From an optimization exercise on the open Yosys and OpenROAD flow, aimed at small area and a short achievable clock period; shortcuts taken in it are not production practice. Only simulation tests tie the RTL to the original design; equivalence was not proved. The clock port is modelled as an ideal driver; clocking choices that lean on that would not hold on a real chip. No activity file was given, so power comes from the tool's default toggle rates.

==> flow/flow/run.sh <==
#!/bin/bash
set -euo pipefail
export BUFFER_PORTS_ARGS="-buffer_cell sky130_fd_sc_hd__buf_1"
bash standard.sh cts > flow_cts.log 2>&1
export RES=$PWD/orfs/results/sky130hd/Optimized_Wallace/base
export PLATFORM_DIR=$FLOW_HOME/platforms/sky130hd
export SKEW_PLAN=$PWD/flow/plan.tcl
openroad -no_splash -exit flow/skew.tcl > skew_eco.log 2>&1
bash standard.sh finish > flow_make.log 2>&1
==> flow/flow/plan.tcl <==
set rootnet $root
branch r1 {ra* rb15* one* two* neg*} {clkbuf_16} 2 [$block findNet clk]
set root $rootnet
tune r2 {r2*} 0.39 4
tune r3 {r3*} 0.575 3
tune prod {PRODUCT*} 0.77 2
==> flow/flow/skew.tcl <==
set res $::env(RES)
read_lef $::env(PLATFORM_DIR)/lef/sky130_fd_sc_hd.tlef
read_lef $::env(PLATFORM_DIR)/lef/sky130_fd_sc_hd_merged.lef
read_liberty $::env(PLATFORM_DIR)/lib/sky130_fd_sc_hd__tt_025C_1v80.lib
read_db $res/4_cts.odb
read_sdc $res/4_cts.sdc
source $::env(PLATFORM_DIR)/setRC.tcl
set db [ord::get_db]
set block [ord::get_db_block]
set root [$block findNet clknet_0_clk]

proc master {n} { return [[ord::get_db] findMaster sky130_fd_sc_hd__$n] }
set uid 0
proc newbuf {type innet x y} {
  global block uid
  incr uid
  set inst [odb::dbInst_create $block [master $type] "cksk_buf_$uid"]
  set net [odb::dbNet_create $block "cksk_net_$uid"]
  $net setSigType CLOCK
  [$inst findITerm A] connect $innet
  [$inst findITerm X] connect $net
  $inst setLocation [expr int($x)] [expr int($y)]
  $inst setPlacementStatus PLACED
  return $net
}
proc flops {pats} {
  global block
  set out {}
  foreach inst [$block getInsts] {
    set n [$inst getName]
    foreach p $pats { if {[string match $p $n]} { lappend out $inst; break } }
  }
  return $out
}
proc centroid {insts} {
  set sx 0; set sy 0
  foreach i $insts { set b [$i getBBox]; set sx [expr $sx + [$b xMin]]; set sy [expr $sy + [$b yMin]] }
  set n [llength $insts]
  return [list [expr $sx / $n] [expr $sy / $n]]
}
# chain: list of buffer types from the root; the last one is repeated per leaf cluster
proc branch {name pats chain nleaf {src {}}} {
  global root
  if {$src ne {}} { set root $src }
  set fl [flops $pats]
  set fl [lsort -command {apply {{a b} {expr {[[$a getBBox] xMin] - [[$b getBBox] xMin]}}}} $fl]
  set c [centroid $fl]
  set net $root
  if {![llength $chain]} {
    foreach f $fl { set it [$f findITerm CLK]; $it disconnect; $it connect $root }
    puts "branch $name: [llength $fl] flops on the root net"
    return
  }
  foreach t [lrange $chain 0 end-1] { set net [newbuf $t $net [lindex $c 0] [lindex $c 1]] }
  set per [expr {([llength $fl] + $nleaf - 1) / $nleaf}]
  for {set k 0} {$k < $nleaf} {incr k} {
    set grp [lrange $fl [expr $k*$per] [expr ($k+1)*$per - 1]]
    if {![llength $grp]} continue
    set cc [centroid $grp]
    set leaf [newbuf [lindex $chain end] $net [lindex $cc 0] [lindex $cc 1]]
    foreach f $grp {
      set it [$f findITerm CLK]
      $it disconnect
      $it connect $leaf
    }
  }
  puts "branch $name: [llength $fl] flops, chain $chain x $nleaf"
}

# Build a branch, measure the mean clock latency of its flops, and undo it.
set created {}
proc newbuf2 {type innet x y} {
  global created
  set net [newbuf $type $innet $x $y]
  lappend created $net
  return $net
}
proc build {fl chain nleaf} {
  global root created
  set created {}
  set c [centroid $fl]
  set net $root
  foreach t [lrange $chain 0 end-1] { set net [newbuf2 $t $net [lindex $c 0] [lindex $c 1]] }
  set per [expr {([llength $fl] + $nleaf - 1) / $nleaf}]
  for {set k 0} {$k < $nleaf} {incr k} {
    set grp [lrange $fl [expr $k*$per] [expr ($k+1)*$per - 1]]
    if {![llength $grp]} continue
    set cc [centroid $grp]
    set leaf [newbuf2 [lindex $chain end] $net [lindex $cc 0] [lindex $cc 1]]
    foreach f $grp { set it [$f findITerm CLK]; $it disconnect; $it connect $leaf }
  }
}
proc undo {fl orig} {
  global created
  foreach f $fl o $orig { set it [$f findITerm CLK]; $it disconnect; $it connect $o }
  foreach net [lreverse $created] {
    foreach it [$net getITerms] { if {[$it isOutputSignal]} { set inst [$it getInst] } }
    odb::dbInst_destroy $inst
    odb::dbNet_destroy $net
  }
  set created {}
}
proc meanlat {fl} {
  global maxslew
  estimate_parasitics -placement
  set s 0.0
  set maxslew 0.0
  foreach f $fl {
    set pin [get_pins "[$f getName]/CLK"]
    set s [expr {$s + [get_property $pin arrival_max_rise]}]
    set sl [get_property $pin slew_max]
    if {$sl > $maxslew} { set maxslew $sl }
  }
  return [expr {$s / [llength $fl]}]
}
proc tune {name pats target nleaf} {
  global maxslew
  set fl [flops $pats]
  set fl [lsort -command {apply {{a b} {expr {[[$a getBBox] xMin] - [[$b getBBox] xMin]}}}} $fl]
  set orig {}
  foreach f $fl { lappend orig [[$f findITerm CLK] getNet] }
  set best {}
  set besterr 1e9
  set bestn $nleaf
  foreach leaf {clkbuf_16 clkbuf_8} {
    foreach nl [list [expr {$nleaf - 1}] $nleaf [expr {$nleaf + 1}] [expr {$nleaf + 2}]] {
      if {$nl < 1} continue
      foreach first {{} clkbuf_1 clkbuf_2 clkbuf_8 clkbuf_16} {
        for {set n 0} {$n <= 14} {incr n} {
          set chain [concat $first [lrepeat $n clkbuf_4] $leaf]
          build $fl $chain $nl
          set lat [meanlat $fl]
          undo $fl $orig
          set err [expr {abs($lat - $target)}]
          puts "tune $name: $chain x $nl -> [format %.3f $lat] slew [format %.3f $maxslew] (target [format %.3f $target])"
          if {$maxslew < 0.100 && $err < $besterr} { set besterr $err; set best $chain; set bestn $nl }
          if {$lat > $target + 0.2} break
        }
      }
    }
  }
  build $fl $best $bestn
  puts "tune $name: chose $best x $bestn, latency [format %.3f [meanlat $fl]] slew [format %.3f $maxslew]"
}

source $::env(SKEW_PLAN)
# remove clock buffers left without sinks
set changed 1
while {$changed} {
  set changed 0
  foreach inst [$block getInsts] {
    set m [[$inst getMaster] getName]
    if {![string match "*clkbuf*" $m] && ![string match "*clkinv*" $m]} continue
    set x [$inst findITerm X]
    if {$x eq "NULL"} { set x [$inst findITerm Y] }
    if {$x eq "NULL"} continue
    set n [$x getNet]
    if {$n eq "NULL"} continue
    if {[llength [$n getITerms]] <= 1 && [llength [$n getBTerms]] == 0} {
      puts "removing [$inst getName]"
      odb::dbInst_destroy $inst
      odb::dbNet_destroy $n
      set changed 1
    }
  }
}
detailed_placement
check_placement
estimate_parasitics -placement
set_propagated_clock [all_clocks]
catch { report_checks -path_delay max -group_path_count 3 -format end }
catch { report_clock_skew }
foreach p {ra[0]* one0* r2[0]* r3[0]* PRODUCT[0]* v1*} {
  catch { foreach pin [get_pins -quiet $p/CLK] { puts "latency [get_full_name $pin] [get_property $pin arrival_max_rise]" } }
}
write_db $res/4_cts.odb
==> flow/standard.sh <==
#!/bin/bash
# synth_recipe.tcl (not shown) runs the flow's synth.tcl, then flattens the netlist and writes it again
# the make line also repeats each setting of config.mk as NAME=value (left out here)
make -C /OpenROAD-flow-scripts/flow DESIGN_CONFIG=/design/flow/config.mk WORK_HOME=/design/flow/orfs CLKGATE_MAP_FILE= SYNTH_SCRIPT=/design/flow/synth_recipe.tcl "${@:-finish}"
==> flow/config.mk <==
export PLATFORM = sky130hd
export DESIGN_NAME = Optimized_Wallace
export DESIGN_NICKNAME = Optimized_Wallace
export VERILOG_FILES = /design/flow/design.v
export SDC_FILE = /design/flow/constraint.sdc
export NUM_CORES = 4
export LEC_CHECK = 0
export CAP_MARGIN = 20
export CORE_MARGIN = 2
export CORE_UTILIZATION = 60
export CTS_BUF_LIST = sky130_fd_sc_hd__clkbuf_16
export CTS_CLUSTER_DIAMETER = 100
export CTS_CLUSTER_SIZE = 25
export SETUP_SLACK_MARGIN = 1.4
export SLEW_MARGIN = 20
export SYNTH_HIERARCHICAL = 1
export SYNTH_MINIMUM_KEEP_SIZE = 0
export TNS_END_PERCENT = 0
==> flow/constraint.sdc <==
create_clock -name core_clock -period 3.0 [get_ports {clk}]
set_input_delay 0.6000 -clock core_clock [delete_from_list [all_inputs] [get_ports {clk}]]
set_output_delay 0.6000 -clock core_clock [all_outputs]
set_load 0.01 [all_outputs]
==> flow/design.v <==
`timescale 1ns / 1ps
module fa(input a, b, c, output s, co);
    assign s = a ^ b ^ c;
    assign co = (a & b) | (a & c) | (b & c);
endmodule
module ha(input a, b, output s, co);
    assign s = a ^ b;
    assign co = a & b;
endmodule
module Optimized_Wallace(
    input clk, rst,
    input [15:0] A, B,
    output reg [31:0] PRODUCT
);
    reg [15:0] ra;
    reg rb15;
    reg one0;
    reg two0;
    reg neg0;
    reg one1;
    reg two1;
    reg neg1;
    reg one2;
    reg two2;
    reg neg2;
    reg one3;
    reg two3;
    reg neg3;
    reg one4;
    reg two4;
    reg neg4;
    reg one5;
    reg two5;
    reg neg5;
    reg one6;
    reg two6;
    reg neg6;
    reg one7;
    reg two7;
    reg neg7;
    reg [92:0] r2;
    reg [54:0] r3;
    reg v1, v2, v3;
    wire pp1 = ((one0 & ra[0])) ^ neg0;
    wire pp2 = ((one0 & ra[1]) | (two0 & ra[0])) ^ neg0;
    wire pp3 = ((one0 & ra[2]) | (two0 & ra[1])) ^ neg0;
    wire pp4 = ((one0 & ra[3]) | (two0 & ra[2])) ^ neg0;
    wire pp5 = ((one0 & ra[4]) | (two0 & ra[3])) ^ neg0;
    wire pp6 = ((one0 & ra[5]) | (two0 & ra[4])) ^ neg0;
    wire pp7 = ((one0 & ra[6]) | (two0 & ra[5])) ^ neg0;
    wire pp8 = ((one0 & ra[7]) | (two0 & ra[6])) ^ neg0;
    wire pp9 = ((one0 & ra[8]) | (two0 & ra[7])) ^ neg0;
    wire pp10 = ((one0 & ra[9]) | (two0 & ra[8])) ^ neg0;
    wire pp11 = ((one0 & ra[10]) | (two0 & ra[9])) ^ neg0;
    wire pp12 = ((one0 & ra[11]) | (two0 & ra[10])) ^ neg0;
    wire pp13 = ((one0 & ra[12]) | (two0 & ra[11])) ^ neg0;
    wire pp14 = ((one0 & ra[13]) | (two0 & ra[12])) ^ neg0;
    wire pp15 = ((one0 & ra[14]) | (two0 & ra[13])) ^ neg0;
    wire pp16 = ((one0 & ra[15]) | (two0 & ra[14])) ^ neg0;
    wire pp17 = ((two0 & ra[15])) ^ neg0;
    wire ns18 = ~neg0;
    wire pp19 = ((one1 & ra[0])) ^ neg1;
    wire pp20 = ((one1 & ra[1]) | (two1 & ra[0])) ^ neg1;
    wire pp21 = ((one1 & ra[2]) | (two1 & ra[1])) ^ neg1;
    wire pp22 = ((one1 & ra[3]) | (two1 & ra[2])) ^ neg1;
    wire pp23 = ((one1 & ra[4]) | (two1 & ra[3])) ^ neg1;
    wire pp24 = ((one1 & ra[5]) | (two1 & ra[4])) ^ neg1;
    wire pp25 = ((one1 & ra[6]) | (two1 & ra[5])) ^ neg1;
    wire pp26 = ((one1 & ra[7]) | (two1 & ra[6])) ^ neg1;
    wire pp27 = ((one1 & ra[8]) | (two1 & ra[7])) ^ neg1;
    wire pp28 = ((one1 & ra[9]) | (two1 & ra[8])) ^ neg1;
    wire pp29 = ((one1 & ra[10]) | (two1 & ra[9])) ^ neg1;
    wire pp30 = ((one1 & ra[11]) | (two1 & ra[10])) ^ neg1;
    wire pp31 = ((one1 & ra[12]) | (two1 & ra[11])) ^ neg1;
    wire pp32 = ((one1 & ra[13]) | (two1 & ra[12])) ^ neg1;
    wire pp33 = ((one1 & ra[14]) | (two1 & ra[13])) ^ neg1;
    wire pp34 = ((one1 & ra[15]) | (two1 & ra[14])) ^ neg1;
    wire pp35 = ((two1 & ra[15])) ^ neg1;
    wire ns36 = ~neg1;
    wire pp37 = ((one2 & ra[0])) ^ neg2;
    wire pp38 = ((one2 & ra[1]) | (two2 & ra[0])) ^ neg2;
    wire pp39 = ((one2 & ra[2]) | (two2 & ra[1])) ^ neg2;
    wire pp40 = ((one2 & ra[3]) | (two2 & ra[2])) ^ neg2;
    wire pp41 = ((one2 & ra[4]) | (two2 & ra[3])) ^ neg2;
    wire pp42 = ((one2 & ra[5]) | (two2 & ra[4])) ^ neg2;
    wire pp43 = ((one2 & ra[6]) | (two2 & ra[5])) ^ neg2;
    wire pp44 = ((one2 & ra[7]) | (two2 & ra[6])) ^ neg2;
    wire pp45 = ((one2 & ra[8]) | (two2 & ra[7])) ^ neg2;
    wire pp46 = ((one2 & ra[9]) | (two2 & ra[8])) ^ neg2;
    wire pp47 = ((one2 & ra[10]) | (two2 & ra[9])) ^ neg2;
    wire pp48 = ((one2 & ra[11]) | (two2 & ra[10])) ^ neg2;
    wire pp49 = ((one2 & ra[12]) | (two2 & ra[11])) ^ neg2;
    wire pp50 = ((one2 & ra[13]) | (two2 & ra[12])) ^ neg2;
    wire pp51 = ((one2 & ra[14]) | (two2 & ra[13])) ^ neg2;
    wire pp52 = ((one2 & ra[15]) | (two2 & ra[14])) ^ neg2;
    wire pp53 = ((two2 & ra[15])) ^ neg2;
    wire ns54 = ~neg2;
    wire pp55 = ((one3 & ra[0])) ^ neg3;
    wire pp56 = ((one3 & ra[1]) | (two3 & ra[0])) ^ neg3;
    wire pp57 = ((one3 & ra[2]) | (two3 & ra[1])) ^ neg3;
    wire pp58 = ((one3 & ra[3]) | (two3 & ra[2])) ^ neg3;
    wire pp59 = ((one3 & ra[4]) | (two3 & ra[3])) ^ neg3;
    wire pp60 = ((one3 & ra[5]) | (two3 & ra[4])) ^ neg3;
    wire pp61 = ((one3 & ra[6]) | (two3 & ra[5])) ^ neg3;
    wire pp62 = ((one3 & ra[7]) | (two3 & ra[6])) ^ neg3;
    wire pp63 = ((one3 & ra[8]) | (two3 & ra[7])) ^ neg3;
    wire pp64 = ((one3 & ra[9]) | (two3 & ra[8])) ^ neg3;
    wire pp65 = ((one3 & ra[10]) | (two3 & ra[9])) ^ neg3;
    wire pp66 = ((one3 & ra[11]) | (two3 & ra[10])) ^ neg3;
    wire pp67 = ((one3 & ra[12]) | (two3 & ra[11])) ^ neg3;
    wire pp68 = ((one3 & ra[13]) | (two3 & ra[12])) ^ neg3;
    wire pp69 = ((one3 & ra[14]) | (two3 & ra[13])) ^ neg3;
    wire pp70 = ((one3 & ra[15]) | (two3 & ra[14])) ^ neg3;
    wire pp71 = ((two3 & ra[15])) ^ neg3;
    wire ns72 = ~neg3;
    wire pp73 = ((one4 & ra[0])) ^ neg4;
    wire pp74 = ((one4 & ra[1]) | (two4 & ra[0])) ^ neg4;
    wire pp75 = ((one4 & ra[2]) | (two4 & ra[1])) ^ neg4;
    wire pp76 = ((one4 & ra[3]) | (two4 & ra[2])) ^ neg4;
    wire pp77 = ((one4 & ra[4]) | (two4 & ra[3])) ^ neg4;
    wire pp78 = ((one4 & ra[5]) | (two4 & ra[4])) ^ neg4;
    wire pp79 = ((one4 & ra[6]) | (two4 & ra[5])) ^ neg4;
    wire pp80 = ((one4 & ra[7]) | (two4 & ra[6])) ^ neg4;
    wire pp81 = ((one4 & ra[8]) | (two4 & ra[7])) ^ neg4;
    wire pp82 = ((one4 & ra[9]) | (two4 & ra[8])) ^ neg4;
    wire pp83 = ((one4 & ra[10]) | (two4 & ra[9])) ^ neg4;
    wire pp84 = ((one4 & ra[11]) | (two4 & ra[10])) ^ neg4;
    wire pp85 = ((one4 & ra[12]) | (two4 & ra[11])) ^ neg4;
    wire pp86 = ((one4 & ra[13]) | (two4 & ra[12])) ^ neg4;
    wire pp87 = ((one4 & ra[14]) | (two4 & ra[13])) ^ neg4;
    wire pp88 = ((one4 & ra[15]) | (two4 & ra[14])) ^ neg4;
    wire pp89 = ((two4 & ra[15])) ^ neg4;
    wire ns90 = ~neg4;
    wire pp91 = ((one5 & ra[0])) ^ neg5;
    wire pp92 = ((one5 & ra[1]) | (two5 & ra[0])) ^ neg5;
    wire pp93 = ((one5 & ra[2]) | (two5 & ra[1])) ^ neg5;
    wire pp94 = ((one5 & ra[3]) | (two5 & ra[2])) ^ neg5;
    wire pp95 = ((one5 & ra[4]) | (two5 & ra[3])) ^ neg5;
    wire pp96 = ((one5 & ra[5]) | (two5 & ra[4])) ^ neg5;
    wire pp97 = ((one5 & ra[6]) | (two5 & ra[5])) ^ neg5;
    wire pp98 = ((one5 & ra[7]) | (two5 & ra[6])) ^ neg5;
    wire pp99 = ((one5 & ra[8]) | (two5 & ra[7])) ^ neg5;
    wire pp100 = ((one5 & ra[9]) | (two5 & ra[8])) ^ neg5;
    wire pp101 = ((one5 & ra[10]) | (two5 & ra[9])) ^ neg5;
    wire pp102 = ((one5 & ra[11]) | (two5 & ra[10])) ^ neg5;
    wire pp103 = ((one5 & ra[12]) | (two5 & ra[11])) ^ neg5;
    wire pp104 = ((one5 & ra[13]) | (two5 & ra[12])) ^ neg5;
    wire pp105 = ((one5 & ra[14]) | (two5 & ra[13])) ^ neg5;
    wire pp106 = ((one5 & ra[15]) | (two5 & ra[14])) ^ neg5;
    wire pp107 = ((two5 & ra[15])) ^ neg5;
    wire ns108 = ~neg5;
    wire pp109 = ((one6 & ra[0])) ^ neg6;
    wire pp110 = ((one6 & ra[1]) | (two6 & ra[0])) ^ neg6;
    wire pp111 = ((one6 & ra[2]) | (two6 & ra[1])) ^ neg6;
    wire pp112 = ((one6 & ra[3]) | (two6 & ra[2])) ^ neg6;
    wire pp113 = ((one6 & ra[4]) | (two6 & ra[3])) ^ neg6;
    wire pp114 = ((one6 & ra[5]) | (two6 & ra[4])) ^ neg6;
    wire pp115 = ((one6 & ra[6]) | (two6 & ra[5])) ^ neg6;
    wire pp116 = ((one6 & ra[7]) | (two6 & ra[6])) ^ neg6;
    wire pp117 = ((one6 & ra[8]) | (two6 & ra[7])) ^ neg6;
    wire pp118 = ((one6 & ra[9]) | (two6 & ra[8])) ^ neg6;
    wire pp119 = ((one6 & ra[10]) | (two6 & ra[9])) ^ neg6;
    wire pp120 = ((one6 & ra[11]) | (two6 & ra[10])) ^ neg6;
    wire pp121 = ((one6 & ra[12]) | (two6 & ra[11])) ^ neg6;
    wire pp122 = ((one6 & ra[13]) | (two6 & ra[12])) ^ neg6;
    wire pp123 = ((one6 & ra[14]) | (two6 & ra[13])) ^ neg6;
    wire pp124 = ((one6 & ra[15]) | (two6 & ra[14])) ^ neg6;
    wire pp125 = ((two6 & ra[15])) ^ neg6;
    wire ns126 = ~neg6;
    wire pp127 = ((one7 & ra[0])) ^ neg7;
    wire pp128 = ((one7 & ra[1]) | (two7 & ra[0])) ^ neg7;
    wire pp129 = ((one7 & ra[2]) | (two7 & ra[1])) ^ neg7;
    wire pp130 = ((one7 & ra[3]) | (two7 & ra[2])) ^ neg7;
    wire pp131 = ((one7 & ra[4]) | (two7 & ra[3])) ^ neg7;
    wire pp132 = ((one7 & ra[5]) | (two7 & ra[4])) ^ neg7;
    wire pp133 = ((one7 & ra[6]) | (two7 & ra[5])) ^ neg7;
    wire pp134 = ((one7 & ra[7]) | (two7 & ra[6])) ^ neg7;
    wire pp135 = ((one7 & ra[8]) | (two7 & ra[7])) ^ neg7;
    wire pp136 = ((one7 & ra[9]) | (two7 & ra[8])) ^ neg7;
    wire pp137 = ((one7 & ra[10]) | (two7 & ra[9])) ^ neg7;
    wire pp138 = ((one7 & ra[11]) | (two7 & ra[10])) ^ neg7;
    wire pp139 = ((one7 & ra[12]) | (two7 & ra[11])) ^ neg7;
    wire pp140 = ((one7 & ra[13]) | (two7 & ra[12])) ^ neg7;
    wire pp141 = ((one7 & ra[14]) | (two7 & ra[13])) ^ neg7;
    wire pp142 = ((one7 & ra[15]) | (two7 & ra[14])) ^ neg7;
    wire pp143 = ((two7 & ra[15])) ^ neg7;
    wire ns144 = ~neg7;
    wire pp145 = rb15 & ra[0];
    wire pp146 = rb15 & ra[1];
    wire pp147 = rb15 & ra[2];
    wire pp148 = rb15 & ra[3];
    wire pp149 = rb15 & ra[4];
    wire pp150 = rb15 & ra[5];
    wire pp151 = rb15 & ra[6];
    wire pp152 = rb15 & ra[7];
    wire pp153 = rb15 & ra[8];
    wire pp154 = rb15 & ra[9];
    wire pp155 = rb15 & ra[10];
    wire pp156 = rb15 & ra[11];
    wire pp157 = rb15 & ra[12];
    wire pp158 = rb15 & ra[13];
    wire pp159 = rb15 & ra[14];
    wire pp160 = rb15 & ra[15];
    wire s161, c162;
    fa u_s161 (.a(pp3), .b(pp19), .c(neg1), .s(s161), .co(c162));
    wire s163, c164;
    fa u_s163 (.a(pp5), .b(pp21), .c(pp37), .s(s163), .co(c164));
    wire s165, c166;
    fa u_s165 (.a(pp6), .b(pp22), .c(pp38), .s(s165), .co(c166));
    wire s167, c168;
    fa u_s167 (.a(pp7), .b(pp23), .c(pp39), .s(s167), .co(c168));
    wire s169, c170;
    fa u_s169 (.a(pp8), .b(pp24), .c(pp40), .s(s169), .co(c170));
    wire s171, c172;
    fa u_s171 (.a(pp9), .b(pp25), .c(pp41), .s(s171), .co(c172));
    wire s173, c174;
    fa u_s173 (.a(pp57), .b(pp73), .c(neg4), .s(s173), .co(c174));
    wire s175, c176;
    fa u_s175 (.a(pp10), .b(pp26), .c(pp42), .s(s175), .co(c176));
    wire s177, c178;
    fa u_s177 (.a(pp11), .b(pp27), .c(pp43), .s(s177), .co(c178));
    wire s179, c180;
    fa u_s179 (.a(pp59), .b(pp75), .c(pp91), .s(s179), .co(c180));
    wire s181, c182;
    fa u_s181 (.a(pp12), .b(pp28), .c(pp44), .s(s181), .co(c182));
    wire s183, c184;
    fa u_s183 (.a(pp60), .b(pp76), .c(pp92), .s(s183), .co(c184));
    wire s185, c186;
    fa u_s185 (.a(pp13), .b(pp29), .c(pp45), .s(s185), .co(c186));
    wire s187, c188;
    fa u_s187 (.a(pp61), .b(pp77), .c(pp93), .s(s187), .co(c188));
    wire s189, c190;
    fa u_s189 (.a(pp14), .b(pp30), .c(pp46), .s(s189), .co(c190));
    wire s191, c192;
    fa u_s191 (.a(pp62), .b(pp78), .c(pp94), .s(s191), .co(c192));
    wire s193, c194;
    fa u_s193 (.a(pp15), .b(pp31), .c(pp47), .s(s193), .co(c194));
    wire s195, c196;
    fa u_s195 (.a(pp63), .b(pp79), .c(pp95), .s(s195), .co(c196));
    wire s197, c198;
    fa u_s197 (.a(pp111), .b(pp127), .c(neg7), .s(s197), .co(c198));
    wire s199, c200;
    fa u_s199 (.a(pp16), .b(pp32), .c(pp48), .s(s199), .co(c200));
    wire s201, c202;
    fa u_s201 (.a(pp64), .b(pp80), .c(pp96), .s(s201), .co(c202));
    wire s203, c204;
    ha u_s203 (.a(pp112), .b(pp128), .s(s203), .co(c204));
    wire s205, c206;
    fa u_s205 (.a(pp17), .b(pp33), .c(pp49), .s(s205), .co(c206));
    wire s207, c208;
    fa u_s207 (.a(pp65), .b(pp81), .c(pp97), .s(s207), .co(c208));
    wire s209, c210;
    fa u_s209 (.a(pp113), .b(pp129), .c(pp145), .s(s209), .co(c210));
    wire s211, c212;
    fa u_s211 (.a(neg0), .b(pp34), .c(pp50), .s(s211), .co(c212));
    wire s213, c214;
    fa u_s213 (.a(pp66), .b(pp82), .c(pp98), .s(s213), .co(c214));
    wire s215, c216;
    fa u_s215 (.a(pp114), .b(pp130), .c(pp146), .s(s215), .co(c216));
    wire s217, c218;
    fa u_s217 (.a(neg0), .b(pp35), .c(pp51), .s(s217), .co(c218));
    wire s219, c220;
    fa u_s219 (.a(pp67), .b(pp83), .c(pp99), .s(s219), .co(c220));
    wire s221, c222;
    fa u_s221 (.a(pp115), .b(pp131), .c(pp147), .s(s221), .co(c222));
    wire s223, c224;
    fa u_s223 (.a(ns18), .b(ns36), .c(pp52), .s(s223), .co(c224));
    wire s225, c226;
    fa u_s225 (.a(pp68), .b(pp84), .c(pp100), .s(s225), .co(c226));
    wire s227, c228;
    fa u_s227 (.a(pp116), .b(pp132), .c(pp148), .s(s227), .co(c228));
    wire s229 = ~(pp53 ^ pp69);
    wire c230 = pp53 | pp69;
    wire s231, c232;
    fa u_s231 (.a(pp85), .b(pp101), .c(pp117), .s(s231), .co(c232));
    wire s233, c234;
    ha u_s233 (.a(pp133), .b(pp149), .s(s233), .co(c234));
    wire s235, c236;
    fa u_s235 (.a(ns54), .b(pp70), .c(pp86), .s(s235), .co(c236));
    wire s237, c238;
    fa u_s237 (.a(pp102), .b(pp118), .c(pp134), .s(s237), .co(c238));
    wire s239 = ~(pp71 ^ pp87);
    wire c240 = pp71 | pp87;
    wire s241, c242;
    fa u_s241 (.a(pp103), .b(pp119), .c(pp135), .s(s241), .co(c242));
    wire s243, c244;
    fa u_s243 (.a(ns72), .b(pp88), .c(pp104), .s(s243), .co(c244));
    wire s245, c246;
    fa u_s245 (.a(pp120), .b(pp136), .c(pp152), .s(s245), .co(c246));
    wire s247 = ~(pp89 ^ pp105);
    wire c248 = pp89 | pp105;
    wire s249, c250;
    fa u_s249 (.a(pp121), .b(pp137), .c(pp153), .s(s249), .co(c250));
    wire s251, c252;
    fa u_s251 (.a(ns90), .b(pp106), .c(pp122), .s(s251), .co(c252));
    wire s253 = ~(pp107 ^ pp123);
    wire c254 = pp107 | pp123;
    wire s255, c256;
    fa u_s255 (.a(ns108), .b(pp124), .c(pp140), .s(s255), .co(c256));
    wire s257 = ~(pp125 ^ pp141);
    wire c258 = pp125 | pp141;
    wire s259, c260;
    fa u_s259 (.a(ns126), .b(pp142), .c(pp158), .s(s259), .co(c260));
    wire s261 = ~(pp143 ^ pp159);
    wire c262 = pp143 | pp159;
    wire s263, c264;
    fa u_s263 (.a(c162), .b(pp4), .c(pp20), .s(s263), .co(c264));
    wire s265, c266;
    fa u_s265 (.a(c166), .b(s167), .c(pp55), .s(s265), .co(c266));
    wire s267, c268;
    fa u_s267 (.a(c168), .b(s169), .c(pp56), .s(s267), .co(c268));
    wire s269, c270;
    fa u_s269 (.a(c170), .b(s171), .c(s173), .s(s269), .co(c270));
    wire s271, c272;
    fa u_s271 (.a(c172), .b(c174), .c(s175), .s(s271), .co(c272));
    wire s273, c274;
    fa u_s273 (.a(c176), .b(s177), .c(s179), .s(s273), .co(c274));
    wire s275, c276;
    fa u_s275 (.a(c178), .b(c180), .c(s181), .s(s275), .co(c276));
    wire s277, c278;
    fa u_s277 (.a(c182), .b(c184), .c(s185), .s(s277), .co(c278));
    wire s279, c280;
    fa u_s279 (.a(s187), .b(pp109), .c(neg6), .s(s279), .co(c280));
    wire s281, c282;
    fa u_s281 (.a(c186), .b(c188), .c(s189), .s(s281), .co(c282));
    wire s283, c284;
    ha u_s283 (.a(s191), .b(pp110), .s(s283), .co(c284));
    wire s285, c286;
    fa u_s285 (.a(c190), .b(c192), .c(s193), .s(s285), .co(c286));
    wire s287, c288;
    ha u_s287 (.a(s195), .b(s197), .s(s287), .co(c288));
    wire s289, c290;
    fa u_s289 (.a(c194), .b(c196), .c(c198), .s(s289), .co(c290));
    wire s291, c292;
    fa u_s291 (.a(s199), .b(s201), .c(s203), .s(s291), .co(c292));
    wire s293, c294;
    fa u_s293 (.a(c200), .b(c202), .c(c204), .s(s293), .co(c294));
    wire s295, c296;
    fa u_s295 (.a(s205), .b(s207), .c(s209), .s(s295), .co(c296));
    wire s297, c298;
    fa u_s297 (.a(c206), .b(c208), .c(c210), .s(s297), .co(c298));
    wire s299, c300;
    fa u_s299 (.a(s211), .b(s213), .c(s215), .s(s299), .co(c300));
    wire s301, c302;
    fa u_s301 (.a(c212), .b(c214), .c(c216), .s(s301), .co(c302));
    wire s303, c304;
    fa u_s303 (.a(s217), .b(s219), .c(s221), .s(s303), .co(c304));
    wire s305, c306;
    fa u_s305 (.a(c218), .b(c220), .c(c222), .s(s305), .co(c306));
    wire s307, c308;
    fa u_s307 (.a(s223), .b(s225), .c(s227), .s(s307), .co(c308));
    wire s309, c310;
    fa u_s309 (.a(c224), .b(c226), .c(c228), .s(s309), .co(c310));
    wire s311, c312;
    fa u_s311 (.a(s229), .b(s231), .c(s233), .s(s311), .co(c312));
    wire s313, c314;
    fa u_s313 (.a(c230), .b(c232), .c(c234), .s(s313), .co(c314));
    wire s315, c316;
    fa u_s315 (.a(s235), .b(s237), .c(pp150), .s(s315), .co(c316));
    wire s317, c318;
    fa u_s317 (.a(c236), .b(c238), .c(s239), .s(s317), .co(c318));
    wire s319, c320;
    ha u_s319 (.a(s241), .b(pp151), .s(s319), .co(c320));
    wire s321, c322;
    fa u_s321 (.a(c240), .b(c242), .c(s243), .s(s321), .co(c322));
    wire s323, c324;
    fa u_s323 (.a(c244), .b(c246), .c(s247), .s(s323), .co(c324));
    wire s325, c326;
    fa u_s325 (.a(c248), .b(c250), .c(s251), .s(s325), .co(c326));
    wire s327, c328;
    fa u_s327 (.a(c252), .b(s253), .c(pp139), .s(s327), .co(c328));
    wire s329, c330;
    fa u_s329 (.a(c254), .b(s255), .c(pp156), .s(s329), .co(c330));
    wire s331, c332;
    fa u_s331 (.a(c256), .b(s257), .c(pp157), .s(s331), .co(c332));
    wire s333, c334;
    fa u_s333 (.a(c262), .b(ns144), .c(pp160), .s(s333), .co(c334));
    wire s335, c336;
    fa u_s335 (.a(r2[5]), .b(r2[6]), .c(r2[7]), .s(s335), .co(c336));
    wire s337, c338;
    fa u_s337 (.a(r2[16]), .b(r2[17]), .c(r2[18]), .s(s337), .co(c338));
    wire s339, c340;
    fa u_s339 (.a(r2[20]), .b(r2[21]), .c(r2[22]), .s(s339), .co(c340));
    wire s341, c342;
    fa u_s341 (.a(r2[23]), .b(r2[24]), .c(r2[25]), .s(s341), .co(c342));
    wire s343, c344;
    fa u_s343 (.a(r2[26]), .b(r2[27]), .c(r2[28]), .s(s343), .co(c344));
    wire s345, c346;
    fa u_s345 (.a(r2[29]), .b(r2[30]), .c(r2[31]), .s(s345), .co(c346));
    wire s347, c348;
    fa u_s347 (.a(r2[33]), .b(r2[34]), .c(r2[35]), .s(s347), .co(c348));
    wire s349, c350;
    fa u_s349 (.a(r2[37]), .b(r2[38]), .c(r2[39]), .s(s349), .co(c350));
    wire s351, c352;
    fa u_s351 (.a(r2[41]), .b(r2[42]), .c(r2[43]), .s(s351), .co(c352));
    wire s353, c354;
    fa u_s353 (.a(r2[45]), .b(r2[46]), .c(r2[47]), .s(s353), .co(c354));
    wire s355, c356;
    fa u_s355 (.a(r2[49]), .b(r2[50]), .c(r2[51]), .s(s355), .co(c356));
    wire s357, c358;
    fa u_s357 (.a(r2[53]), .b(r2[54]), .c(r2[55]), .s(s357), .co(c358));
    wire s359, c360;
    fa u_s359 (.a(r2[57]), .b(r2[58]), .c(r2[59]), .s(s359), .co(c360));
    wire s361, c362;
    fa u_s361 (.a(r2[61]), .b(r2[62]), .c(r2[63]), .s(s361), .co(c362));
    wire s363, c364;
    fa u_s363 (.a(r2[65]), .b(r2[66]), .c(r2[67]), .s(s363), .co(c364));
    wire s365, c366;
    fa u_s365 (.a(r2[69]), .b(r2[70]), .c(r2[71]), .s(s365), .co(c366));
    wire s367, c368;
    fa u_s367 (.a(r2[73]), .b(r2[74]), .c(r2[75]), .s(s367), .co(c368));
    wire s369, c370;
    fa u_s369 (.a(r2[76]), .b(r2[77]), .c(r2[78]), .s(s369), .co(c370));
    wire s371, c372;
    fa u_s371 (.a(r2[80]), .b(r2[81]), .c(r2[82]), .s(s371), .co(c372));
    wire s373, c374;
    fa u_s373 (.a(r2[87]), .b(r2[88]), .c(r2[89]), .s(s373), .co(c374));
    wire s375, c376;
    fa u_s375 (.a(c336), .b(r2[8]), .c(r2[9]), .s(s375), .co(c376));
    wire s377, c378;
    ha u_s377 (.a(r2[10]), .b(r2[11]), .s(s377), .co(c378));
    wire s379, c380;
    ha u_s379 (.a(r2[12]), .b(r2[13]), .s(s379), .co(c380));
    wire s381, c382;
    ha u_s381 (.a(r2[14]), .b(r2[15]), .s(s381), .co(c382));
    wire s383, c384;
    ha u_s383 (.a(s337), .b(r2[19]), .s(s383), .co(c384));
    wire s385, c386;
    ha u_s385 (.a(c338), .b(s339), .s(s385), .co(c386));
    wire s387, c388;
    ha u_s387 (.a(c340), .b(s341), .s(s387), .co(c388));
    wire s389, c390;
    ha u_s389 (.a(c342), .b(s343), .s(s389), .co(c390));
    wire s391, c392;
    fa u_s391 (.a(c344), .b(s345), .c(r2[32]), .s(s391), .co(c392));
    wire s393, c394;
    fa u_s393 (.a(c346), .b(s347), .c(r2[36]), .s(s393), .co(c394));
    wire s395, c396;
    fa u_s395 (.a(c348), .b(s349), .c(r2[40]), .s(s395), .co(c396));
    wire s397, c398;
    fa u_s397 (.a(c350), .b(s351), .c(r2[44]), .s(s397), .co(c398));
    wire s399, c400;
    fa u_s399 (.a(c352), .b(s353), .c(r2[48]), .s(s399), .co(c400));
    wire s401, c402;
    fa u_s401 (.a(c354), .b(s355), .c(r2[52]), .s(s401), .co(c402));
    wire s403, c404;
    fa u_s403 (.a(c356), .b(s357), .c(r2[56]), .s(s403), .co(c404));
    wire s405, c406;
    fa u_s405 (.a(c358), .b(s359), .c(r2[60]), .s(s405), .co(c406));
    wire s407, c408;
    fa u_s407 (.a(c360), .b(s361), .c(r2[64]), .s(s407), .co(c408));
    wire s409, c410;
    fa u_s409 (.a(c362), .b(s363), .c(r2[68]), .s(s409), .co(c410));
    wire s411, c412;
    fa u_s411 (.a(c364), .b(s365), .c(r2[72]), .s(s411), .co(c412));
    wire s413, c414;
    ha u_s413 (.a(c366), .b(s367), .s(s413), .co(c414));
    wire s415, c416;
    fa u_s415 (.a(c368), .b(s369), .c(r2[79]), .s(s415), .co(c416));
    wire s417, c418;
    ha u_s417 (.a(c370), .b(s371), .s(s417), .co(c418));
    wire s419, c420;
    fa u_s419 (.a(c372), .b(r2[83]), .c(r2[84]), .s(s419), .co(c420));
    wire s421, c422;
    ha u_s421 (.a(r2[85]), .b(r2[86]), .s(s421), .co(c422));
    wire s423, c424;
    fa u_s423 (.a(c374), .b(r2[90]), .c(r2[91]), .s(s423), .co(c424));
    wire g425, p426;
    ha u_p426 (.a(r2[0]), .b(r2[1]), .s(p426), .co(g425));
    wire g427, p428;
    ha u_p428 (.a(c376), .b(s377), .s(p428), .co(g427));
    wire g429, p430;
    ha u_p430 (.a(c378), .b(s379), .s(p430), .co(g429));
    wire g431, p432;
    ha u_p432 (.a(c380), .b(s381), .s(p432), .co(g431));
    wire g433, p434;
    ha u_p434 (.a(c382), .b(s383), .s(p434), .co(g433));
    wire g435, p436;
    ha u_p436 (.a(c384), .b(s385), .s(p436), .co(g435));
    wire g437, p438;
    ha u_p438 (.a(c386), .b(s387), .s(p438), .co(g437));
    wire g439, p440;
    ha u_p440 (.a(c388), .b(s389), .s(p440), .co(g439));
    wire g441, p442;
    ha u_p442 (.a(c390), .b(s391), .s(p442), .co(g441));
    wire g443, p444;
    ha u_p444 (.a(c392), .b(s393), .s(p444), .co(g443));
    wire g445, p446;
    ha u_p446 (.a(c394), .b(s395), .s(p446), .co(g445));
    wire g447, p448;
    ha u_p448 (.a(c396), .b(s397), .s(p448), .co(g447));
    wire g449, p450;
    ha u_p450 (.a(c398), .b(s399), .s(p450), .co(g449));
    wire g451, p452;
    ha u_p452 (.a(c400), .b(s401), .s(p452), .co(g451));
    wire g453, p454;
    ha u_p454 (.a(c402), .b(s403), .s(p454), .co(g453));
    wire g455, p456;
    ha u_p456 (.a(c404), .b(s405), .s(p456), .co(g455));
    wire g457, p458;
    ha u_p458 (.a(c406), .b(s407), .s(p458), .co(g457));
    wire g459, p460;
    ha u_p460 (.a(c408), .b(s409), .s(p460), .co(g459));
    wire g461, p462;
    ha u_p462 (.a(c410), .b(s411), .s(p462), .co(g461));
    wire g463, p464;
    ha u_p464 (.a(c412), .b(s413), .s(p464), .co(g463));
    wire g465, p466;
    ha u_p466 (.a(c414), .b(s415), .s(p466), .co(g465));
    wire g467, p468;
    ha u_p468 (.a(c416), .b(s417), .s(p468), .co(g467));
    wire g469, p470;
    ha u_p470 (.a(c418), .b(s419), .s(p470), .co(g469));
    wire g471, p472;
    ha u_p472 (.a(c420), .b(s421), .s(p472), .co(g471));
    wire g473, p474;
    ha u_p474 (.a(c422), .b(s373), .s(p474), .co(g473));
    wire g475, p476;
    ha u_p476 (.a(c424), .b(r2[92]), .s(p476), .co(g475));
    wire t477 = p426 | g425;
    wire t478 = p428 | g427;
    wire t479 = p430 | g429;
    wire t480 = p432 | g431;
    wire t481 = p434 | g433;
    wire G482 = 1'b0 | (r2[2] & g425);
    wire P483 = r2[2] & t477;
    wire G484 = 1'b0 | (r2[4] & 1'b0);
    wire P485 = r2[4] & r2[3];
    wire G486 = 1'b0 | (s375 & 1'b0);
    wire P487 = s375 & s335;
    wire G488 = g429 | (t479 & g427);
    wire P489 = t479 & t478;
    wire G490 = g433 | (t481 & g431);
    wire P491 = t481 & t480;
    wire G492 = 1'b0 | (r2[3] & G482);
    wire P493 = r2[3] & P483;
    wire G494 = G484 | (P485 & G482);
    wire P495 = P485 & P483;
    wire G496 = g427 | (t478 & G486);
    wire P497 = t478 & P487;
    wire G498 = G488 | (P489 & G486);
    wire P499 = P489 & P487;
    wire G500 = 1'b0 | (s335 & G494);
    wire P501 = s335 & P495;
    wire G502 = G486 | (P487 & G494);
    wire P503 = P487 & P495;
    wire G504 = G496 | (P497 & G494);
    wire P505 = P497 & P495;
    wire G506 = G498 | (P499 & G494);
    wire P507 = P499 & P495;
    wire G508 = g431 | (t480 & G506);
    wire P509 = t480 & P507;
    wire G510 = G490 | (P491 & G506);
    wire P511 = P491 & P507;
    wire sum512 = p426;
    wire sum513 = r2[2] ^ g425;
    wire sum514 = r2[3] ^ G482;
    wire sum515 = r2[4] ^ G492;
    wire sum516 = s335 ^ G494;
    wire sum517 = s375 ^ G500;
    wire sum518 = p428 ^ G502;
    wire sum519 = p430 ^ G504;
    wire sum520 = p432 ^ G506;
    wire sum521 = p434 ^ G508;
    wire t522 = r3[11] | r3[12];
    wire t523 = r3[13] | r3[14];
    wire t524 = r3[15] | r3[16];
    wire t525 = r3[17] | r3[18];
    wire t526 = r3[19] | r3[20];
    wire t527 = r3[21] | r3[22];
    wire t528 = r3[23] | r3[24];
    wire t529 = r3[25] | r3[26];
    wire t530 = r3[27] | r3[28];
    wire t531 = r3[29] | r3[30];
    wire t532 = r3[31] | r3[32];
    wire t533 = r3[33] | r3[34];
    wire t534 = r3[35] | r3[36];
    wire t535 = r3[37] | r3[38];
    wire t536 = r3[39] | r3[40];
    wire t537 = r3[41] | r3[42];
    wire t538 = r3[43] | r3[44];
    wire t539 = r3[45] | r3[46];
    wire t540 = r3[47] | r3[48];
    wire t541 = r3[49] | r3[50];
    wire t542 = r3[51] | r3[52];
    wire t543 = r3[53] | r3[54];
    wire g544 = r3[12] | (r3[11] & r3[10]);
    wire G545 = r3[14] | (t523 & g544);
    wire P546 = t523 & t522;
    wire G547 = r3[18] | (t525 & r3[16]);
    wire P548 = t525 & t524;
    wire G549 = r3[22] | (t527 & r3[20]);
    wire P550 = t527 & t526;
    wire G551 = r3[26] | (t529 & r3[24]);
    wire P552 = t529 & t528;
    wire G553 = r3[30] | (t531 & r3[28]);
    wire P554 = t531 & t530;
    wire G555 = r3[34] | (t533 & r3[32]);
    wire P556 = t533 & t532;
    wire G557 = r3[38] | (t535 & r3[36]);
    wire P558 = t535 & t534;
    wire G559 = r3[42] | (t537 & r3[40]);
    wire P560 = t537 & t536;
    wire G561 = r3[46] | (t539 & r3[44]);
    wire P562 = t539 & t538;
    wire G563 = r3[50] | (t541 & r3[48]);
    wire P564 = t541 & t540;
    wire G565 = r3[54] | (t543 & r3[52]);
    wire P566 = t543 & t542;
    wire G567 = G547 | (P548 & G545);
    wire P568 = P548 & P546;
    wire G569 = G551 | (P552 & G549);
    wire P570 = P552 & P550;
    wire G571 = G555 | (P556 & G553);
    wire P572 = P556 & P554;
    wire G573 = G559 | (P560 & G557);
    wire P574 = P560 & P558;
    wire G575 = G563 | (P564 & G561);
    wire P576 = P564 & P562;
    wire G577 = G569 | (P570 & G567);
    wire P578 = P570 & P568;
    wire G579 = G573 | (P574 & G571);
    wire P580 = P574 & P572;
    wire G581 = G579 | (P580 & G577);
    wire P582 = P580 & P578;
    wire G583 = G571 | (P572 & G577);
    wire P584 = P572 & P578;
    wire G585 = G575 | (P576 & G581);
    wire P586 = P576 & P582;
    wire G587 = G549 | (P550 & G567);
    wire P588 = P550 & P568;
    wire G589 = G553 | (P554 & G577);
    wire P590 = P554 & P578;
    wire G591 = G557 | (P558 & G583);
    wire P592 = P558 & P584;
    wire G593 = G561 | (P562 & G581);
    wire P594 = P562 & P582;
    wire G595 = G565 | (P566 & G585);
    wire P596 = P566 & P586;
    wire G597 = r3[16] | (t524 & G545);
    wire P598 = t524 & P546;
    wire G599 = r3[20] | (t526 & G567);
    wire P600 = t526 & P568;
    wire G601 = r3[24] | (t528 & G587);
    wire P602 = t528 & P588;
    wire G603 = r3[28] | (t530 & G577);
    wire P604 = t530 & P578;
    wire G605 = r3[32] | (t532 & G589);
    wire P606 = t532 & P590;
    wire G607 = r3[36] | (t534 & G583);
    wire P608 = t534 & P584;
    wire G609 = r3[40] | (t536 & G591);
    wire P610 = t536 & P592;
    wire G611 = r3[44] | (t538 & G581);
    wire P612 = t538 & P582;
    wire G613 = r3[48] | (t540 & G593);
    wire P614 = t540 & P594;
    wire G615 = r3[52] | (t542 & G585);
    wire P616 = t542 & P586;
    wire sum617 = r3[11] ^ r3[10];
    wire sum618 = r3[13] ^ g544;
    wire sum619 = r3[15] ^ G545;
    wire sum620 = r3[17] ^ G597;
    wire sum621 = r3[19] ^ G567;
    wire sum622 = r3[21] ^ G599;
    wire sum623 = r3[23] ^ G587;
    wire sum624 = r3[25] ^ G601;
    wire sum625 = r3[27] ^ G577;
    wire sum626 = r3[29] ^ G603;
    wire sum627 = r3[31] ^ G589;
    wire sum628 = r3[33] ^ G605;
    wire sum629 = r3[35] ^ G583;
    wire sum630 = r3[37] ^ G607;
    wire sum631 = r3[39] ^ G591;
    wire sum632 = r3[41] ^ G609;
    wire sum633 = r3[43] ^ G581;
    wire sum634 = r3[45] ^ G611;
    wire sum635 = r3[47] ^ G593;
    wire sum636 = r3[49] ^ G613;
    wire sum637 = r3[51] ^ G585;
    wire sum638 = r3[53] ^ G615;
    wire [31:0] sum = {sum638, sum637, sum636, sum635, sum634, sum633, sum632, sum631, sum630, sum629, sum628, sum627, sum626, sum625, sum624, sum623, sum622, sum621, sum620, sum619, sum618, sum617, r3[9], r3[8], r3[7], r3[6], r3[5], r3[4], r3[3], r3[2], r3[1], r3[0]};
    always @(posedge clk or posedge rst) begin
        if (rst) begin
            v1 <= 1'b0; v2 <= 1'b0; v3 <= 1'b0;
            PRODUCT <= 32'd0;
        end else begin
            v1 <= 1'b1; v2 <= v1; v3 <= v2;
            PRODUCT <= sum & {32{v3}};
        end
    end
    always @(posedge clk) begin
        ra <= A;
        rb15 <= B[15];
        one0 <= B[0] ^ 1'b0;
        two0 <= (B[1] & ~B[0] & ~1'b0) | (~B[1] & B[0] & 1'b0);
        neg0 <= B[1] & ~(B[0] & 1'b0);
        one1 <= B[2] ^ B[1];
        two1 <= (B[3] & ~B[2] & ~B[1]) | (~B[3] & B[2] & B[1]);
        neg1 <= B[3] & ~(B[2] & B[1]);
        one2 <= B[4] ^ B[3];
        two2 <= (B[5] & ~B[4] & ~B[3]) | (~B[5] & B[4] & B[3]);
        neg2 <= B[5] & ~(B[4] & B[3]);
        one3 <= B[6] ^ B[5];
        two3 <= (B[7] & ~B[6] & ~B[5]) | (~B[7] & B[6] & B[5]);
        neg3 <= B[7] & ~(B[6] & B[5]);
        one4 <= B[8] ^ B[7];
        two4 <= (B[9] & ~B[8] & ~B[7]) | (~B[9] & B[8] & B[7]);
        neg4 <= B[9] & ~(B[8] & B[7]);
        one5 <= B[10] ^ B[9];
        two5 <= (B[11] & ~B[10] & ~B[9]) | (~B[11] & B[10] & B[9]);
        neg5 <= B[11] & ~(B[10] & B[9]);
        one6 <= B[12] ^ B[11];
        two6 <= (B[13] & ~B[12] & ~B[11]) | (~B[13] & B[12] & B[11]);
        neg6 <= B[13] & ~(B[12] & B[11]);
        one7 <= B[14] ^ B[13];
        two7 <= (B[15] & ~B[14] & ~B[13]) | (~B[15] & B[14] & B[13]);
        neg7 <= B[15] & ~(B[14] & B[13]);
        r2 <= {s333, s261, c260, s259, c258, c332, s331, c330, s329, c328, pp155, s327, c326, pp154, pp138, s325, c324, s249, s323, c322, s245, s321, c320, c318, s319, s317, c316, c314, s315, s313, c312, c310, s311, s309, c308, c306, s307, s305, c304, c302, s303, s301, c300, c298, s299, s297, c296, c294, s295, s293, c292, c290, s291, s289, c288, c286, s287, s285, c284, c282, s283, s281, c280, c278, s279, s277, c276, s183, s275, c274, neg5, s273, c272, pp74, pp58, s271, c270, s269, c268, s267, c266, neg3, s265, s165, c164, neg2, s163, c264, s263, s161, pp2, neg0, pp1};
        r3 <= {g475, p476, 1'b0, s423, g473, p474, g471, p472, g469, p470, g467, p468, g465, p466, g463, p464, g461, p462, g459, p460, g457, p458, g455, p456, g453, p454, g451, p452, g449, p450, g447, p448, g445, p446, g443, p444, g441, p442, g439, p440, g437, p438, g435, p436, G510, sum521, sum520, sum519, sum518, sum517, sum516, sum515, sum514, sum513, sum512};
    end
endmodule
==> impl_metrics.toml, run 1 <==
[yosys]
ys_ff_latch = 222
yosysUniqueCellTypes = 46
avgSynthCellArea_um2 = 11.9
ys.flop_type = "dfxtp_1"
ys_seq_area_frac = 0.410
syn_inst = 948
synth_nets = 1152
synth_edf_count = 0
syn_area_um2 = 11300
ys_async_sr_fraction = 0.158
ys_warn_count = 7

[sta]
min_period_ns = 1.93
fin_ws_ns = 1.07
hold_violations = 0
clock_skew_ns = 0.283
fmaxAchievable_ghz = 0.519
fin_crit_sh = 0.642
tightest_slew_ns = 0.677
maxSlewHeadroom = 0.548
fin_tns_setup_ns = 0
setup_viol = 0
maxSlewViolCount = 0
rsz0062_at_grt = "yes"

[power_and_ir_drop]
p_comb_frac = 0.392
p_per_area_nw_per_um2 = 987
switching_power_mw = 4.34
power.share.clock = 0.212
p_int_mw = 7.93
ir_drop_mv = 0.551
pwr-share-seq = 0.396
p_sw_frac = 0.354
leakage_nw = 4.96

[place]
numPortBuffers = 65
place.gp.congestion = 0.927
place_ws_ns = 0.511
hpwl_um = 16700

[die]
die_x_um = 141
dieHeight_um = 141
die_area_um2 = 19900
coreArea_um2 = 18600
io_pins = 66
num_rows = 50
initial_core_util = 0.606

[setup_path]
path_delay_family = "adder cells"
cp.required_ns = 3.22
critPathCaptureType = "flip-flop"
cpMaxStageDelayCell = "dfxtp_2"
cp_common_cell = "fa_1"
path_buf_inv = 0
path_cells = "a22oi_1, xnor2_1, fa_1, fa_1"
arrival_ns = 2.14
path_class = "flip-flop to flip-flop"
cp_max_fo = 16
cpPeakStageDelay_ns = 0.58
r2r_slack_ns = 1.07
start_kind = "flip-flop"

[drt]
wl_per_cell_um = 20.4
initialDrtViolationCount = 688
antenna_left = 0
num_vias = 7042
drt_wl_total_um = 24800
drc = 0
viasPerCell = 5.81
firstDrtPassIters = 6

[cts]
clk_latency_ns = 0.77
cts_max_level = 1
cts_tree = "yes"
clockBufferDepth = 3
cts_root_buffer = "clkbuf_16"
clk_pin_slew_ns = 0.09
cts_sinks = 222
cts_buffers = 12

[final_layout]
final_net_count = 1179
drive_above_1_share = 0.0981
areaGrowthSynthToFinish_pct = 10.5
final_cell_mix = "dfxtp_1, xnor2_1, a22oi_1"
n_antenna_cell = 0
fillCellCount = 1430
layout_commonest_cell = "dfxtp_1"

[status]
status = "complete, no violations"

[global_route]
grt_pass1_wl_um = 39900
grt_overflow = 0
grt_usage = 0.261
antenna_found_initial = 0
grt_pass1_vias = 7498
grt_max_degree = 36

[run]
drv_cap = 0

[min_path]
hp-class = "flip-flop to flip-flop"
-- modules after synthesis (local to each module, per instance) --
| module | copies in the design | cells | flops+latches |
|---|---|---|---|
| fa | 111 | 1 | 0 |
| Optimized_Wallace | 1 | 796 | 222 |
| ha | 41 | 1 | 0 |
-- routing by layer --
layer	vias to the layer above	GRT usage	part of all wire
li1	3204	-	-
met1	3440	0.350	0.44
met2	343	0.410	0.46
met3	55	0.0703	0.076
met4	0	0.102	0.028
met5	-	0	0
-- worst register-to-register path, cell delays in order, from the launching register on --
cell	delay, ns
dfxtp_2	0.58
a22oi_1	0.14
xnor2_1	0.18
fa_1	0.58
fa_1	0.51
-- synth_stat cells (9+ instances only) --
master    instances  share of area
a21oi_1          11         0.0049
a22oi_1         120          0.080
and2_1           28          0.016
clkbuf_1         81          0.027
dfrtp_1          35          0.078
dfxtp_1         187           0.33
fa_1            111           0.20
ha_1             59          0.066
inv_1            28         0.0093
nand2_1          26         0.0087
nand2b_1         12         0.0067
nor2_1           13         0.0043
nor2b_1           9         0.0050
o21ai_0          20         0.0089
xnor2_1         148           0.12
-- path summary, 6_finish.rpt --
| check | end | start | cells after the start |
|---|---|---|---|
| max in group asynchronous | v2 | rst | 4 |
| min in group asynchronous | PRODUCT[24] | rst | 4 |
| setup reg to reg | r2[40] | two0 | 4 |
| hold / removal | PRODUCT[1] | r3[1] | 1 |
| hold reg to reg | PRODUCT[1] | r3[1] | 1 |
| setup / recovery | r2[40] | two0 | 4 |
-- what timing repair did --
| item | 4_1_cts | 5_1_grt |
|---|---|---|
| hold buffers | 0 | 1 |
| resized for setup | 53 | 10 |
| setup buffers | 3 | 0 |
| gates cloned | 0 | 0 |
| endpoints found under the setup margin | 124 | 120 |
| pin swaps | 5 | 0 |
| hold endpoints to repair | 0 | 32 |
-- cell type report --
type	count	area (um2)	area share
repair buffers	82	378	0.0304
flip-flops and latches	222	4720	0.380
well taps	234	293	0.0236
plain buffers	19	403	0.0324
clock inverters	5	20.0	0.00161
inverters	28	105	0.00845
clock buffers	9	225	0.0181
multi-input cells	614	6280	0.506
-- cells by family after synthesis --
family | share of synthesized area
other | 0.000333
AOI/OAI and AO/OA | 0.114
DFF | 0.410
buffers and inverters | 0.0374
muxes | 0.00356
and+or+nand+nor | 0.0534
xor gates and xnor gates | 0.118
adders and majority gates | 0.263
-- sequential cells by signal, summed over array words and instances (netlist names), 16 cells and up --
signal	count
r3	53
ra	16
PRODUCT	32
r2	93
-- power by group through the flow --
| stage | sequential, mW | combinational (mW) | clock [mW] |
|---|---|---|---|
| after floorplan | 4.68 | 3.42 | 0 |
| after global placement | 4.86 | 4.53 | 0 |
| after detailed placement | 4.91 | 4.72 | 0 |
| after CTS | 4.85 | 4.86 | 1.75 |
| after global routing | 4.97 | 5.63 | 2.77 |
| final | 4.86 | 4.81 | 2.60 |
-- metrics by stage --
stage / hold WS [ns] / power, mW / cells / utilization / cell area, um2
finish: 0.229 / 12.3 / 1213 / 0.669 / 12400
global route: 0.235 / 13.4 / 1213 / 0.669 / 12400
CTS: 0.175 / 11.5 / 1197 / 0.651 / 12100
detailed placement: 0.346 / 9.63 / 1176 / 0.625 / 11600
global placement: 0.339 / 9.39 / 1176 / 0.625 / 11600
floorplan: 0.330 / 8.09 / 948 / - / 11500
==> inputs of run 2 (changes only) <==
==> flow/flow/plan.tcl (replaced) <==
set rootnet $root
branch r1 {ra* rb15* one* two* neg*} {clkbuf_16} 2 [$block findNet clk]
set root [$block findNet clk]
tune r2 {r2*} 0.46 5 {clkbuf_1 clkbuf_2 clkbuf_4 clkbuf_8 clkbuf_16}
set root $rootnet
tune r3 {r3*} 0.62 3
tune prod {PRODUCT*} 0.82 3
--- a/flow/flow/skew.tcl
+++ b/flow/flow/skew.tcl
@@ -113,7 +113,7 @@
   }
   return [expr {$s / [llength $fl]}]
 }
-proc tune {name pats target nleaf} {
+proc tune {name pats target nleaf {firsts {{} clkbuf_1 clkbuf_2 clkbuf_8 clkbuf_16}}} {
   global maxslew
   set fl [flops $pats]
   set fl [lsort -command {apply {{a b} {expr {[[$a getBBox] xMin] - [[$b getBBox] xMin]}}}} $fl]
@@ -125,7 +125,7 @@
   foreach leaf {clkbuf_16 clkbuf_8} {
     foreach nl [list [expr {$nleaf - 1}] $nleaf [expr {$nleaf + 1}] [expr {$nleaf + 2}]] {
       if {$nl < 1} continue
-      foreach first {{} clkbuf_1 clkbuf_2 clkbuf_8 clkbuf_16} {
+      foreach first $firsts {
         for {set n 0} {$n <= 14} {incr n} {
           set chain [concat $first [lrepeat $n clkbuf_4] $leaf]
           build $fl $chain $nl
==> run 2 against run 1 <==
  * Still clean
  * Synthesized area is the same
  * Routed wire length is 1.0% higher
  * Sequential power hardly changed
  * Design area about the same
  * Sequential cell count unchanged
  * Maximum frequency down 0.27%
  * Core utilization barely moved
  * Setup slack got worse by 0.0052 ns
  * First-iteration DRC count decreased by 12%
  * Power up 0.79%
  * Non-clock buffer count rose by 5
==> impl_metrics.toml, run 2 <==
[drt]
drc = 0
viasPerCell = 5.81
firstDrtPassIters = 6
wl_per_cell_um = 20.5
drt_wl_total_um = 25000
num_vias = 7076
antenna_left = 0
initialDrtViolationCount = 607

[die]
initial_core_util = 0.606
coreArea_um2 = 18600
die_area_um2 = 19900
io_pins = 66
dieHeight_um = 141
die_x_um = 141
num_rows = 50

[setup_path]
path_class = "flip-flop to primary output"
start_kind = "flip-flop"
path_buf_inv = 1
r2r-end = "r3[10]"
critPathCaptureType = "primary output"
crit_start = "PRODUCT[7]"
arrival_ns = 1.33
path_delay_family = "flip-flops"
cp.required_ns = 2.40
cp_max_fo = 1
r2r_cells = 8
cpPeakStageDelay_ns = 0.36
path_cells = "buf_1"
worstReg2RegStart = "r2[5]"
cpMaxStageDelayCell = "dfrtp_1"
r2r_slack_ns = 1.10

[yosys]
synth_top_family_by_area = "adder cells"
synth_top_area_cell = "dfxtp_1"
synth_compound_area_frac = 0.114
synth-xor-area-share = 0.118
synth_top_cell_area_share = 0.333
ys_async_sr_fraction = 0.158
ys_ff_latch = 222
synthSimpleGateAreaFrac = 0.0534
ys_seq_area_frac = 0.410
yosysUniqueCellTypes = 46
synth_edf_count = 0
ys_warn_count = 7
ys_top_cells_by_area = "dfxtp_1, fa_1, xnor2_1, a22oi_1, dfrtp_1"
avgSynthCellArea_um2 = 11.9
synthAdderAreaFrac = 0.263
synth_nets = 1152
syn_area_um2 = 11300
muxShareOfSynthArea = 0.00356
ys_top_cells_by_count = "dfxtp_1, xnor2_1, a22oi_1"
syn_inst = 948
yosysMostFrequentCell = "dfxtp_1"
ys.flop_type = "dfxtp_1"

[sta]
maxSlewViolCount = 0
fin_tns_setup_ns = 0
maxSlewHeadroom = 0.543
tightest_slew_ns = 0.685
rsz0062_at_grt = "yes"
min_period_ns = 1.93
fmaxAchievable_ghz = 0.518
clock_skew_ns = 0.412
hold_violations = 0
fin_crit_sh = 0.644
setup_viol = 0

[min_path]
hold_path_startpoint = "r3[0]"
min_to = "PRODUCT[0]"
hold_depth = 1
hp-class = "flip-flop to flip-flop"

[final_layout]
regMostFlops = "r2"
post-route-util = 0.669
drive_above_1_share = 0.103
layout_commonest_cell = "dfxtp_1"
areaGrowthSynthToFinish_pct = 10.5
final_cell_mix = "dfxtp_1, xnor2_1, a22oi_1"
n_antenna_cell = 0
largest_register_ffs = 93
top_regs = "r2: 93 flops, r3: 53 flops, PRODUCT: 32 flops"
final_net_count = 1184

[status]
status = "complete, no violations"

[global_route]
grt_pass1_vias = 7500
grt_usage = 0.264
antenna_found_initial = 0
grt_pass1_wl_um = 40400
grt_max_degree = 36
grt_overflow = 0

[cts]
cts_sinks = 222
cts_max_level = 1
clk_pin_slew_ns = 0.07
cts_buffers = 12
cts_tree = "yes"
clockBufferDepth = 3
cts_root_buffer = "clkbuf_16"
clk_latency_ns = 0.84

[power_and_ir_drop]
leakage_nw = 4.98
ir_drop_mv = 0.554
p_per_area_nw_per_um2 = 994

[run]
drv_cap = 0

[place]
numPortBuffers = 65
hpwl_um = 16700
place.gp.congestion = 0.927
run 2: cell types whose count changed in the layout (fill, tap and decap cells not counted), moves of 2 or more:
cell | before | now
clkbuf_16 | 24 | 21
clkbuf_4 | 3 | 5
clkbuf_8 | 0 | 7
dfxtp_2 | 11 | 19
dfxtp_4 | 24 | 16
run 2: per-stage QoR:
step / power, mW / std cells / setup slack, ns / area, um2 / hold WS, ns
global route: 13.5 / 1218 / 1.01 / 12400 / 0.231
floorplan: 8.09 / 948 / 0.996 / 11500 / 0.330
global placement: 9.39 / 1176 / 0.528 / 11600 / 0.339
finish: 12.4 / 1218 / 1.07 / 12400 / 0.204
CTS: 11.5 / 1197 / 0.901 / 12100 / 0.175
detailed placement: 9.63 / 1176 / 0.511 / 11600 / 0.346
run 2: modules after synthesis, one instance, submodules excluded:
module,cells,cell area (um2)
Optimized_Wallace,796,8520
fa,1,20.0
ha,1,12.5
run 2: worst max path at each step:
stage | end | slack (ns) | cells after the start
6_report | PRODUCT[7] | 1.07 | 1
5_1_grt | PRODUCT[31] | 1.01 | 9
3_3_place_gp | r2[10] | 0.53 | 4
2_1_floorplan | PRODUCT[30] | 1.0 | 8
4_1_cts | PRODUCT[31] | 0.90 | 9
3_5_place_dp | r2[10] | 0.51 | 4
run 2: final cells by class:
cell class,count,area (um2)
clock buffer,9,225
buffer,24,434
fill,1428,6140
timing repair buffer,82,374
inverter,28,105
multi-input combinational,614,6280
tap,234,293
clock inverter,5,20.0
sequential,222,4700
run 2: worst register-to-register path, delay by kind of cell (launching register included):
kind / cells / cell delay [ns]
AND/OR/NAND/NOR: 2 / 0.15
adder cells (fa/ha/maj): 3 / 1.03
flip-flops: 1 / 0.32
AO/OA/AOI/OAI: 3 / 0.47
run 2: repair_timing:
| item | in CTS | in global routing |
|---|---|---|
| resized for setup | 53 | 1 |
| hold buffers | 0 | 1 |
| pin swaps | 5 | 0 |
| endpoints found under the hold margin | 0 | 32 |
| setup buffers | 3 | 0 |
| endpoints found under the setup margin | 124 | 120 |
run 2: kinds of logic after synthesis:
| logic type | count (synthesis) |
|---|---|
| AOI/OAI and AO/OA | 177 |
| xor gates and xnor gates | 152 |
| adders and majority gates | 170 |
| buffers and inverters | 112 |
| DFF | 222 |
| muxes | 4 |
| other | 1 |
| and+or+nand+nor | 110 |
run 2: metal layers:
metal	global-route usage	vias up	wire length [um]
met5	0	-	0
met4	0.101	0	690
met3	0.0605	52	2070
met2	0.421	357	11600
met1	0.356	3452	10700
li1	-	3215	-
run 2: report_power, final:
part           internal (mW)  switching [mW]
clock network           1.51            1.18
registers               4.12           0.741
logic                   2.36            2.46

==> port drivers added, routing unchanged <==
How much do the figures lean on ideal ports? The routed layouts below were timed once more, with nothing changed but the port constraints.
Step 1, drivers: a clkbuf_16 drives clk and a buf_2 each remaining input, both assumed.
Step 2, shift: input delay + t, output delay - t, t = (earliest + latest rising clock arrival at the registers) / 2. This alone moves slack from input paths to output paths.
a / b / c = ideal / step 1 / step 2; a / b = the first two.
run	t (ns)	setup WS [ns]	worst setup path after step 2	latest minus earliest clock arrival (ns)	worst register clock-pin slew, ns	cell pins on the clock port's net
run 1	0.526	1.074 / 1.071 / 1.074	register to register	0.627 / 0.626	0.09 / 0.09	3
run 2	0.562	1.069 / 0.999 / 1.095	register to register	0.701 / 0.700	0.09 / 0.09	4
Clock arrivals are far apart in run 1 and run 2, so t is only a midpoint there and step 2 fits no single register.
